Source: an optimization exercise on an open RTL-to-GDS flow (aim: small area). Production flows keep margins and buffers that such runs may drop. Only simulation tests tie the RTL to the original design; equivalence was not proved. The clock port is modelled as an ideal driver; clocking choices that lean on that would not hold on a real chip.

Setup of run K:
## maxer
module maxer(
    input clk,
    input rst,
    input maxing,
    input [784-1:0] ips_gen_out,
    output reg start_ips_gen,
    output reg next_ips_gen,
    output reg maxer_valid,
    output [24-1:0] threshold
    );
For scale: about 58 flip-flops, ~0.019 mm^2 of cells after synthesis.
clock: 7.0 ns
lec_check: 0
cap_margin: 20
core_margin: 2
core_utilization: 22
gpl_timing_driven: 0
slew_margin: 20
synth_hierarchical: 1
standard.sh (not shown) runs the stock make flow with config.mk's settings and CLKGATE_MAP_FILE= SYNTH_SCRIPT=/design/flow/synth_recipe.tcl, a recipe that flattens the netlist after the stock synthesis.
==> flow/flow/run.sh <==
#!/bin/bash
# Standard ORFS layout (the standard.sh, unchanged synthesis), with
# - the port buffers made of the smallest buffer cell instead of the default pick,
set -euo pipefail
export BUFFER_PORTS_ARGS="-buffer_cell sky130_fd_sc_hd__buf_1"
L=orfs/logs/sky130hd/maxer/base

bash standard.sh place > make_place.log 2>&1
for buf in clkbuf_4 clkbuf_8 clkbuf_16; do
  export CTS_ARGS="-sink_clustering_enable -repair_clock_nets -root_buf sky130_fd_sc_hd__$buf -buf_list sky130_fd_sc_hd__$buf -dont_use_dummy_load"
  bash standard.sh cts > make_cts_$buf.log 2>&1
  openroad -no_init -exit flow/clk_slew.tcl > clk_slew_$buf.log 2>&1
  slew=$(awk '/^CLK_SLEW_PS/ {print $2}' clk_slew_$buf.log)
  echo "clock buffers $buf: worst flip-flop clock slew ${slew} ps"
  if awk -v s="$slew" 'BEGIN { exit !(s != "" && s <= 125) }'; then break; fi
  cp $L/4_1_cts.log cts_$buf.log || true
  bash standard.sh clean_cts > make_clean_cts_$buf.log 2>&1
done
bash standard.sh finish > make_finish.log 2>&1
==> flow/flow/clk_slew.tcl <==
# Worst slew at the flip-flop clock pins of the clock tree just built.
set P $::env(FLOW_HOME)/platforms/sky130hd
read_liberty $P/lib/sky130_fd_sc_hd__tt_025C_1v80.lib
read_db orfs/results/sky130hd/maxer/base/4_cts.odb
read_sdc orfs/results/sky130hd/maxer/base/4_cts.sdc
source $P/setRC.tcl
set_propagated_clock [all_clocks]
estimate_parasitics -placement
set mx 0
foreach p [get_pins -hierarchical */CLK] {
  set s [get_property $p slew_max]
  if { $s > $mx } { set mx $s }
}
puts "CLK_SLEW_PS [expr { $mx * 1000.0 }]"
Inputs modified between run K and run R:
diff --git a/flow/flow/run.sh b/flow/flow/run.sh
--- a/flow/flow/run.sh
+++ b/flow/flow/run.sh
@@ -2,6 +2,10 @@
 # Standard ORFS layout (the standard.sh, unchanged synthesis), with
 # - the port buffers made of the smallest buffer cell instead of the default pick,
+# - the buffers that synthesis put on submodule outputs removed at floorplan,
+# - one tie cell for all the constant outputs instead of one per output,
 set -euo pipefail
 export BUFFER_PORTS_ARGS="-buffer_cell sky130_fd_sc_hd__buf_1"
+export REMOVE_ABC_BUFFERS=1
+export SKIP_REPAIR_TIE_FANOUT=1
 L=orfs/logs/sky130hd/maxer/base
 
Findings:
- Run K was larger in final cell area than run R.
- Summary of the comparison: core utilization is lower in run R, relative to run K.
- Summary — net count reported at finish, run R relative to run K: lower, by 39.

========
Setup of pine:
Another version of the RTL of maxer (not shown whole).
Size in the first run: about 58 flip-flops, ~810 I/O pins.
clock: 7.0 ns
lec_check: 0
cap_margin: 20
core_margin: 2
core_utilization: 22
slew_margin: 20
synth_hierarchical: 1
==> flow/flow/run.sh <==
#!/bin/bash
# Standard ORFS layout (the standard.sh, unchanged synthesis), with the
# port buffers made of the smallest buffer cell instead of the default pick.
set -euo pipefail
export BUFFER_PORTS_ARGS="-buffer_cell sky130_fd_sc_hd__buf_1"
bash standard.sh finish > flow_make.log 2>&1
For cedar, these inputs were changed with respect to pine:
==> flow/flow/run.sh <==
#!/bin/bash
# Standard ORFS layout (the standard.sh, unchanged synthesis), with
# - the port buffers made of the smallest buffer cell instead of the default pick,
# - a clock tree of small clock buffers and no dummy loads.
set -euo pipefail
export BUFFER_PORTS_ARGS="-buffer_cell sky130_fd_sc_hd__buf_1"
export CTS_ARGS="-sink_clustering_enable -repair_clock_nets -root_buf sky130_fd_sc_hd__clkbuf_4 -buf_list sky130_fd_sc_hd__clkbuf_4 -dont_use_dummy_load"
bash standard.sh finish > flow_make.log 2>&1
Results
Delta(final worst setup slack, cedar - pine) > 0.

[what the ideal ports hide]
In the flow no input, the clock included, has a driving cell. The finished layouts below were timed again as built, in two steps. Step 1 sets driving cells, clkbuf_16 on the clock port and buf_2 on the other inputs (assumed; they add their load-dependent delay and slew). Step 2 adds t to the input delays and takes it off the output delays; t is the mean of the earliest and latest rising clock arrival at the registers after step 1. Input paths then give back, and output paths get back, about the clock's delay inside the block. a / b / c = ideal / step 1 / step 2; a / b = the first two.
| run | t (ns) | setup slack, ns | worst hold slack (ns) | slew at the worst register clock pin (ns) |
|---|---|---|---|---|
| run K | 0.437 | 0.217 / 0.232 / -0.205 | 0.327 / 0.327 / 0.327 | 0.11 / 0.11 |
| run R | 0.440 | 0.248 / 0.262 / -0.178 | 0.318 / 0.318 / 0.318 | 0.10 / 0.10 |
| pine | 0.383 | 0.145 / 0.171 / -0.212 | 0.324 / 0.324 / 0.324 | 0.06 / 0.06 |
| cedar | 0.444 | 0.200 / 0.218 / -0.226 | 0.330 / 0.330 / 0.330 | 0.10 / 0.10 |
With both steps, setup timing fails in every run listed, where it was met with ideal ports.
